This is an optimization exercise on Yosys and OpenROAD, whose aim is small area, a short achievable clock period and few clock cycles, not a production implementation. Function was checked by simulation only, so behaviour that the tests miss may differ from the original. The flow treats the clock pin as an ideal source. Dropping or thinning the clock tree relies on that and would not hold on a real chip. Power and IR drop assume default switching activity.

## flow/design.v (module list and top-level ports; edited modules follow where they fit)
// module conv2d_3x3_lb: 1230 lines
// module fa3: 10 lines
// module ha2: 9 lines
// module xo2: 7 lines
module conv2d_3x3_lb #(
    parameter MAX_W = 16
)(
    input         clk,
    input         reset,
    input         start,
    input  [7:0]  base_a,
    input  [7:0]  base_b,
    input  [7:0]  base_c,
    input  [4:0]  tile_w,    
    input  [4:0]  tile_h,    
    output reg    busy,
    output reg    done,
    output            a_en,
    output            a_we,          
    output reg  [7:0] a_addr,
    output      [31:0] a_di,         
    input       [31:0] a_dout,
    output            b_en,
    output            b_we,          
    output reg  [7:0] b_addr,
    output      [31:0] b_di,         
    input       [31:0] b_dout,
    output            c_en,
    output            c_we,
    output reg  [7:0] c_addr,
    output reg [31:0] c_di,
    input       [31:0] c_dout        
);
  // ...
==> flow/flow/run.sh <==
#!/bin/bash
# Standard ORFS layout (the standard.sh, unchanged synthesis), with
#  - timing repair aimed well below the clock period (SETUP_SLACK_MARGIN),
#  - plain buffers on the ports instead of delay buffers,
#  - one tie cell for the constant outputs,
#  - a two-level clock tree (see post_cts.tcl).
# Every tool's output is in standard.log and in orfs/logs/.
set -euo pipefail
here=$(pwd)
bash standard.sh \
  SETUP_SLACK_MARGIN=11 \
  BUFFER_PORTS_ARGS="-buffer_cell sky130_fd_sc_hd__buf_2" \
  SKIP_REPAIR_TIE_FANOUT=1 \
  CTS_ARGS="-sink_clustering_enable -repair_clock_nets -sink_clustering_size 30 -sink_clustering_max_diameter 150 -dont_use_dummy_load" \
  POST_CTS_TCL="$here/flow/post_cts.tcl" \
  finish > standard.log 2>&1
==> flow/flow/post_cts.tcl <==
set block [ord::get_db_block]
set clk_net [[$block findBTerm clk] getNet]
proc is_clkbuf {inst} {
  return [string match "sky130_fd_sc_hd__clkbuf_*" [[$inst getMaster] getName]]
}
set leaves {}
set uppers {}
foreach inst [$block getInsts] {
  if {![is_clkbuf $inst]} { continue }
  set out [[$inst findITerm X] getNet]
  set in [[$inst findITerm A] getNet]
  if {$out == "NULL" || $in == "NULL"} { continue }
  if {[$out getSigType] != "CLOCK"} { continue }
  set drives_buf 0
  foreach it [$out getITerms] {
    if {[$it isInputSignal] && [is_clkbuf [$it getInst]]} { set drives_buf 1 }
  }
  if {$drives_buf} { lappend uppers $inst } else { lappend leaves $inst }
}
set nl [llength $leaves]
puts "post_cts: [llength $uppers] upper buffers, $nl leaf buffers"
if {$nl >= 2 && [llength $uppers] >= 1 && $nl <= 16} {
  # leaf centres
  set pts {}
  foreach inst $leaves {
    set bb [$inst getBBox]
    lappend pts [list [expr {([$bb xMin] + [$bb xMax]) / 2}] [expr {([$bb yMin] + [$bb yMax]) / 2}]]
  }
  set k [expr {$nl < 4 ? $nl : 4}]
  # k-means, started from leaves spread through the list sorted by angle
  set cen {}
  set sx 0; set sy 0
  foreach p $pts { set sx [expr {$sx + [lindex $p 0]}]; set sy [expr {$sy + [lindex $p 1]}] }
  set mx [expr {$sx / $nl}]; set my [expr {$sy / $nl}]
  set order [lsort -real -indices [lmap p $pts {expr {atan2([lindex $p 1] - $my, [lindex $p 0] - $mx)}}]]
  for {set i 0} {$i < $k} {incr i} {
    lappend cen [lindex $pts [lindex $order [expr {$i * $nl / $k}]]]
  }
  for {set it 0} {$it < 50} {incr it} {
    set asg {}
    foreach p $pts {
      set best 0; set bd 1e30
      for {set i 0} {$i < $k} {incr i} {
        set c [lindex $cen $i]
        set d [expr {abs([lindex $p 0] - [lindex $c 0]) + abs([lindex $p 1] - [lindex $c 1])}]
        if {$d < $bd} { set bd $d; set best $i }
      }
      lappend asg $best
    }
    set new {}
    for {set i 0} {$i < $k} {incr i} {
      set n 0; set ax 0; set ay 0
      foreach p $pts a $asg { if {$a == $i} { incr n; set ax [expr {$ax + [lindex $p 0]}]; set ay [expr {$ay + [lindex $p 1]}] } }
      if {$n > 0} { lappend new [list [expr {$ax / $n}] [expr {$ay / $n}]] } else { lappend new [lindex $cen $i] }
    }
    set cen $new
  }
  set master [[ord::get_db] findMaster sky130_fd_sc_hd__clkbuf_16]
  foreach inst $uppers {
    set out [[$inst findITerm X] getNet]
    odb::dbInst_destroy $inst
    if {[llength [$out getITerms]] == 0} { odb::dbNet_destroy $out }
  }
  for {set i 0} {$i < $k} {incr i} {
    set members {}
    foreach inst $leaves a $asg { if {$a == $i} { lappend members $inst } }
    if {[llength $members] == 0} { continue }
    set b [odb::dbInst_create $block $master "clkbuf_grp_${i}_clk"]
    set c [lindex $cen $i]
    $b setLocation [expr {int([lindex $c 0])}] [expr {int([lindex $c 1])}]
    $b setPlacementStatus PLACED
    set n [odb::dbNet_create $block "clknet_grp_${i}_clk"]
    $n setSigType CLOCK
    [$b findITerm A] connect $clk_net
    [$b findITerm X] connect $n
    foreach inst $members {
      set a [$inst findITerm A]
      $a disconnect
      $a connect $n
    }
    puts "post_cts: group $i: [llength $members] leaf buffers"
  }
  detailed_placement
  estimate_parasitics -placement
  repair_timing_helper
  detailed_placement
  check_placement -verbose
  report_clock_latency
}
==> flow/standard.sh <==
#!/bin/bash
# synth_recipe.tcl (not shown) runs the flow's synth.tcl, then flattens the netlist and writes it again
# the make line also repeats each setting of config.mk as NAME=value (left out here)
make -C /OpenROAD-flow-scripts/flow DESIGN_CONFIG=/design/flow/config.mk WORK_HOME=/design/flow/orfs CLKGATE_MAP_FILE= SYNTH_SCRIPT=/design/flow/synth_recipe.tcl "${@:-finish}"
==> flow/config.mk <==
export PLATFORM = sky130hd
export DESIGN_NAME = conv2d_3x3_lb
export DESIGN_NICKNAME = conv2d_3x3_lb
export VERILOG_FILES = /design/flow/design.v
export SDC_FILE = /design/flow/constraint.sdc
export NUM_CORES = 4
export LEC_CHECK = 0
export CAP_MARGIN = 20
export CORE_MARGIN = 2
export CORE_UTILIZATION = 60
export PLACE_DENSITY = 0.75
export SLEW_MARGIN = 20
export SYNTH_HIERARCHICAL = 1
export SYNTH_MINIMUM_KEEP_SIZE = 0
==> flow/constraint.sdc <==
create_clock -name core_clock -period 15.0 [get_ports {clk}]
set_input_delay 3.0000 -clock core_clock [delete_from_list [all_inputs] [get_ports {clk}]]
set_output_delay 3.0000 -clock core_clock [all_outputs]
set_load 0.01 [all_outputs]
==> results.json, run 1 <==
{
  "drv_slew": 0,
  "crit_path_start": "f3",
  "endpoint": "c_di[31]",
  "final_cell_count_no_fill": 2161,
  "netlist-cell-type-count": 45,
  "place_area_um2": 19200,
  "r2r-start": "f3",
  "synth_commonest_cells": "xnor2_1 (293), a22oi_1 (256), fa_1 (242)",
  "synth_compound_area_frac": 0.137,
  "wl_per_cell_um": 21.6,
  "sh_seq_area": 0.239,
  "synthXorXnorAreaFrac": 0.174,
  "max_cap_viol_count": 0,
  "status": "timing/DRC/antenna clean",
  "initial_core_util": 0.612,
  "cellPowerDensity_nw_per_um2": 215,
  "final-seq-area_um2": 4710,
  "n_sequential_cell": 223,
  "multi_input_gates": 1280,
  "fin_util": 0.644,
  "synthArstFlopShare": 0,
  "r2r_cells": 14,
  "p_sw_frac": 0.440,
  "reg_top3": "A_r (32), c_di (32), p_s (32)",
  "top_area_cell_class": "multi-input gates",
  "synth.yosys.seq_area_share": 0.248,
  "final_cell_mix": "xnor2_1 (293), a22oi_1 (256), fa_1 (242)",
  "hold_viol_final": 0,
  "postSynthCellCount": 1758,
  "hp-start": "f2",
  "grt_usage": 0.289
}
Testbench counts, summed over its fixed seeds: cycles 205,773.
==> inputs of run 2 (changes only) <==
--- a/flow/flow/run.sh
+++ b/flow/flow/run.sh
@@ -9,6 +9,6 @@
 here=$(pwd)
 bash standard.sh \
-  SETUP_SLACK_MARGIN=11 \
-  BUFFER_PORTS_ARGS="-buffer_cell sky130_fd_sc_hd__buf_2" \
+  SETUP_SLACK_MARGIN=10.9 \
+  BUFFER_PORTS_ARGS="-buffer_cell sky130_fd_sc_hd__buf_1" \
   SKIP_REPAIR_TIE_FANOUT=1 \
   CTS_ARGS="-sink_clustering_enable -repair_clock_nets -sink_clustering_size 30 -sink_clustering_max_diameter 150 -dont_use_dummy_load" \
==> results.json, run 2 <==
{
  "die_width_um": 181,
  "clk_pin_slew_ps": 110,
  "synth_top_area_frac": 0.258,
  "drt_pass1_iterations": 7,
  "clock_latency_ps": 320,
  "io_buffer_count": 162,
  "slew_headroom": 0.233,
  "period_share": 0.266,
  "synth_area_um2": 18800,
  "crit_path_start_kind": "flip-flop",
  "postSynthAreaPerCell_um2": 10.7,
  "p_leak_nw": 7.30,
  "p_int_mw": 2.34,
  "status": "timing/DRC/antenna clean",
  "final_cell_mix": "xnor2_1 (293), a22oi_1 (256), fa_1 (242)",
  "rrSetupSlack_ps": 11000,
  "netlist-cell-type-count": 45,
  "wl_per_cell_um": 21.4,
  "grt_max_degree": 67,
  "synth_area_leaders": "fa_1 (26%), dfxtp_1 (22%), xnor2_1 (14%)",
  "power.switching_mw": 1.86,
  "worstPathArrival_ps": 4200,
  "yosysTopAreaCell": "fa_1",
  "fin_skew_ps": 39.4,
  "grt_pass1_wl_mm": 73.3,
  "peakVddDrop_mv": 0.127,
  "total_power_mw": 4.20,
  "synth_commonest_cells": "xnor2_1 (293), a22oi_1 (256), fa_1 (242)",
  "cts_sinks": 223,
  "hp-class": "flip-flop to flip-flop",
  "drv_slew": 0,
  "drtIter0Drc": 1228,
  "combPwrFrac": 0.691,
  "worst_slew_pin_slew_ps": 1150,
  "crit_type": "flip-flop to flip-flop",
  "worst_slack_ps": 11000,
  "synthToLayoutAreaGrowth_pct": 3.00,
  "die_h_um": 181,
  "hold_ws_ps": 335,
  "synth_nets": 2219,
  "antenna_found_initial": 1,
  "drive_above_1_share": 0.0372,
  "drtAntennaViolNets": 0,
  "synth-seq-cells": 223,
  "row_count": 64,
  "seqPwrFrac": 0.234,
  "synth-main-ff-cell": "dfxtp_1",
  "fmax_mhz": 250,
  "reg_top3": "A_r (32), c_di (32), p_s (32)",
  "routed_wirelength_mm": 45.8,
  "synth.yosys.seq_area_share": 0.248,
  "setup_tns_ps": 0,
  "period_minus_slack_ps": 4000,
  "post-route-drc-count": 0,
  "setup_viol": 0,
  "final_common_cell": "xnor2_1",
  "dp_slack_ps": 10310,
  "die-area_um2": 32700,
  "place_congestion": 0.941,
  "grt_usage": 0.284,
  "fill_cells": 2501,
  "crit_path_end_kind": "flip-flop",
  "synthArstFlopShare": 0,
  "dp_hpwl_mm": 31.8,
  "initial_core_util": 0.612,
  "cellPowerDensity_nw_per_um2": 217,
  "hold_viol_final": 0,
  "multi_input_area_um2": 12900,
  "vias": 13100,
  "yosys.cell_count.top_type": "xnor2_1",
  "core_um2": 30700,
  "grt_setup_unrepaired": "yes",
  "final-seq-area_um2": 4670,
  "crit_fanout": 21,
  "nets": 2212,
  "max_cap_viol_count": 0,
  "io_pins": 261,
  "worst_ep_required_time_ps": 15200,
  "postSynthCellCount": 1758,
  "synth_edf_count": 19,
  "p_clk_frac": 0.075,
  "p_sw_frac": 0.443,
  "grt_pass1_vias": 13700,
  "grt_overflow": 0,
  "vias_per_cell": 6.12,
  "ys_warn_count": 7
}
run 2: cell counts after synthesis:
Identical to the previous run, type by type.
run 2: through the flow:
stage | cell area (um2) | util | instances
final | 19300 | 0.630 | 2144
after global routing | 19300 | 0.630 | 2143
after detailed placement | 19000 | 0.619 | 2130
after global placement | 19000 | 0.619 | 2130
after floorplan | 18800 | - | 1758
run 2: modules after synthesis, one instance, submodules excluded:
module	times used	cell area, um2	cells
fa3	225	20.0	1
ha2	31	12.5	1
conv2d_3x3_lb	1	13600	1471
xo2	31	8.76	1
run 2: final timing paths:
kind / start / end / cells after the start
hold reg to reg: f1 / f2 / 0
setup reg to reg: btwo[5] / p_x[30] / 8
setup / recovery: btwo[5] / p_x[30] / 8
hold / removal: f1 / f2 / 0
run 2: power groups by stage:
stage                     clock network [mW]  logic, mW  registers (mW)
after global placement                     0       2.75           0.986
after global routing                   0.347       3.36            1.00
final                                  0.316       2.90           0.980
after floorplan                            0       2.15           0.972
after detailed placement                   0       2.90           0.993
run 2: cells by family (layout without fill, tap and decap cells):
group	after synthesis	after routing	synth area share
AND/OR/NAND/NOR	208	208	0.0575
flip-flops	223	223	0.248
other	1	2	0.000200
XOR/XNOR	372	372	0.174
AO/OA/AOI/OAI	369	369	0.137
multiplexers	2	2	0.00107
adder cells (fa/ha/maj)	328	328	0.316
buffers and inverters	255	244	0.0667
run 2: worst max-delay path, stage by stage, from the launching register on:
cell and delay (ps):
dfxtp_1 1010, a22oi_1 180, xnor2_1 270, fa_1 490, fa_1 440, fa_1 410, fa_1 400, fa_1 390
ha_1 290
run 2: per-layer routing:
metal  share of wire  global-route usage
met5               0                   0
met4           0.032              0.0997
met3            0.11              0.0659
met2            0.46               0.456
met1            0.40               0.379
run 2: cell type report, clock buffers not listed:
cell class	instances	share of cell area
Timing Repair Buffer	192	0.0435
Sequential cell	223	0.242
Tap cell	396	0.0256
Inverter	40	0.00777
Buffer	4	0.00518
Antenna cell	1	0.000130
Multi-Input combinational cell	1280	0.666
==> inputs of run 3 (changes only) <==
--- a/flow/flow/run.sh
+++ b/flow/flow/run.sh
@@ -9,5 +9,5 @@
 here=$(pwd)
 bash standard.sh \
-  SETUP_SLACK_MARGIN=10.9 \
+  SETUP_SLACK_MARGIN=11 \
   BUFFER_PORTS_ARGS="-buffer_cell sky130_fd_sc_hd__buf_1" \
   SKIP_REPAIR_TIE_FANOUT=1 \
==> results.json, run 3 <==
{
  "core_um2": 30700,
  "crit_chain": "buf_1 > and2_4 > o21bai_2 > a21oi_2",
  "synth_commonest_cells": "xnor2_1 (293), a22oi_1 (256), fa_1 (242)",
  "row_count": 64,
  "drtIter0Drc": 1143,
  "r2r_cells": 7,
  "cellPowerDensity_nw_per_um2": 217,
  "reg_top3": "A_r (32), c_di (32), p_s (32)",
  "dp_hpwl_mm": 31.8,
  "setup_viol": 0,
  "clk_pin_slew_ps": 120,
  "antenna_found_initial": 2,
  "rrSetupSlack_ps": 11140,
  "synthArstFlopShare": 0,
  "clock_latency_ps": 320,
  "vias_per_cell": 6.16,
  "synth-main-ff-cell": "dfxtp_1",
  "max_cap_viol_count": 0,
  "dp_slack_ps": 10310,
  "slowest_delay_ps": 300,
  "grt_max_degree": 67,
  "fin_skew_ps": 39.9,
  "drive_above_1_share": 0.0849,
  "die_h_um": 181,
  "synth.yosys.seq_area_share": 0.248,
  "nets": 2219,
  "crit_path_end_kind": "flip-flop",
  "drt_pass1_iterations": 7,
  "final_cell_mix": "xnor2_1 (293), a22oi_1 (256), fa_1 (242)",
  "worst_slew_pin_slew_ps": 1020,
  "grt_usage": 0.286,
  "yosys.cell_count.top_type": "xnor2_1",
  "wl_per_cell_um": 21.5,
  "setup_tns_ps": 0,
  "postSynthAreaPerCell_um2": 10.7,
  "worst_ep_required_time_ps": 14950,
  "io_buffer_count": 162,
  "place_inst": 2130,
  "die_width_um": 181,
  "crit_fanout": 19,
  "grt_pass1_vias": 13800,
  "final_common_cell": "xnor2_1",
  "slew_headroom": 0.322,
  "synth_nets": 2219,
  "hold_viol_final": 0,
  "grt_overflow": 0,
  "grt_setup_unrepaired": "yes",
  "hold_depth": 0,
  "hp-class": "flip-flop to flip-flop",
  "die-area_um2": 32700,
  "drv_slew": 0,
  "yosysTopAreaCell": "fa_1",
  "status": "timing/DRC/antenna clean",
  "peakVddDrop_mv": 0.127,
  "period_minus_slack_ps": 3890,
  "vias": 13300,
  "drtAntennaViolNets": 0,
  "hp-start": "f1",
  "synthToLayoutAreaGrowth_pct": 3.96,
  "worst_slack_ps": 11110,
  "synth-seq-cells": 223,
  "hold_ws_ps": 330,
  "ys_warn_count": 7,
  "synth_edf_count": 19,
  "synth_area_leaders": "fa_1 (26%), dfxtp_1 (22%), xnor2_1 (14%)",
  "reg2reg_to": "p_c[27]",
  "synth_top_area_frac": 0.258,
  "worstPathArrival_ps": 3850,
  "initial_core_util": 0.612,
  "slowest_stage": "a21oi_2",
  "postSynthCellCount": 1758,
  "cts_sinks": 223,
  "fmax_mhz": 257,
  "synth_area_um2": 18800,
  "r2r-start": "btwo[7]",
  "period_share": 0.260,
  "grt_pass1_wl_mm": 73.9,
  "crit_path_start_kind": "input port",
  "crit_type": "input port to flip-flop",
  "netlist-cell-type-count": 45,
  "worstHoldEndpoint": "f2",
  "final_cell_count_no_fill": 2152,
  "p_leak_nw": 7.51,
  "fill_cells": 2473,
  "place_congestion": 0.941,
  "post-route-drc-count": 0,
  "io_pins": 261,
  "routed_wirelength_mm": 46.3
}
## run 3: changes by cell type in the layout (fill, tap and decap cells not counted)
cell,change
buf_2,+52
and2_2,-1
buf_4,+7
dfxtp_2,+18
buf_1,-55
buf_6,+3
and2_4,+1
diode_2,+1
dfxtp_1,-22
dfxtp_4,+4
## run 3: layout make-up, clock buffers not listed
class | count | area (um2) | share of cell area
Sequential cell | 223 | 4710 | 0.241
Timing Repair Buffer | 199 | 981 | 0.0503
Antenna cell | 2 | 5.00 | 0.000257
Tap cell | 396 | 495 | 0.0254
Multi-Input combinational cell | 1280 | 12900 | 0.660
Inverter | 40 | 150 | 0.00770
Buffer | 4 | 100 | 0.00513
## run 3: critical path, delay by kind of cell
family / cells / cell delay (ps)
simple gates: 1 / 280
buf+inv: 1 / 120
compound gates: 2 / 440
## run 3: how the worst max path moves through the flow
stage,start,end,slack [ps],depth (start not counted)
after floorplan,start,ox_left[0],11000,4
final,start,ox_left[4],11110,4
after global routing,f3,c_di[31],10930,14
after detailed placement,start,ox_left[3],10310,4
after global placement,start,ox_left[2],10360,4
## run 3: per-module statistics from Yosys (local to each module, per instance)
| module | cell area [um2] | times used | flip-flops and latches | cells inside |
|---|---|---|---|---|
| conv2d_3x3_lb | 13600 | 1 | 223 | 1471 |
| fa3 | 20.0 | 225 | 0 | 1 |
| ha2 | 12.5 | 31 | 0 | 1 |
| xo2 | 8.76 | 31 | 0 | 1 |
## run 3: power breakdown
group | switching, mW | internal, mW | total [mW] | leakage, nW
clock | 0.171 | 0.145 | 0.315 | 0.148
combinational | 1.57 | 1.36 | 2.93 | 5.46
sequential | 0.126 | 0.854 | 0.980 | 1.90
total | 1.86 | 2.36 | 4.23 | 7.51
## run 3: cells by family (layout without fill, tap and decap cells)
family                     after synthesis  in the layout  share of synthesized area
and+or+nand+nor                        208            208                     0.0575
muxes                                    2              2                    0.00107
other                                    1              3                   0.000200
adders and majority gates              328            328                      0.316
AOI/OAI and AO/OA                      369            369                      0.137
buffers and inverters                  255            251                     0.0667
DFF                                    223            223                      0.248
xor gates and xnor gates               372            372                      0.174
## run 3: stage by stage
step                      cell area, um2  power (mW)   util
after floorplan                    18800        3.12      -
after global placement             19000        3.74  0.619
after detailed placement           19000        3.89  0.619
after global routing               19500        4.73  0.636
final                              19500        4.23  0.636
## run 3: metal layers
layer  routed length, um  GRT usage  vias up
met4                1630      0.106        0
met1               18500      0.381     6536
li1                    -          -     5835
met3                4700     0.0655      131
met2               21400      0.458      752
met5                   0          0        -

[port drivers added, routing unchanged]
How much do the figures lean on ideal ports? The routed layouts below were timed once more, with nothing changed but the port constraints.
Step 1, drivers: a clkbuf_16 drives clk and a buf_2 each remaining input, both assumed.
Step 2 times the ports against the registers' clock, not the clock port: input delays grow and output delays shrink by t, the midpoint of the rising clock arrivals with the driver on.
Three values: ideal, step 1, step 2; two values: the first two.
run	t, ns	slack for setup (ns)	hold WS [ns]	clock arrival spread, ns	cell pins on the clock port's net
run 1	0.412	11.054 / 11.054 / 10.806	0.335 / 0.335 / 0.335	0.042 / 0.042	4
run 2	0.417	11.004 / 10.969 / 10.675	0.335 / 0.335 / 0.335	0.042 / 0.041	4
run 3	0.412	11.107 / 11.056 / 10.764	0.330 / 0.330 / 0.330	0.043 / 0.042	4
After both steps setup and hold are still met in every run listed. For run 3, which loses most, drivers alone change the setup slack by -0.051 ns; drivers and shift together by -0.343 ns.
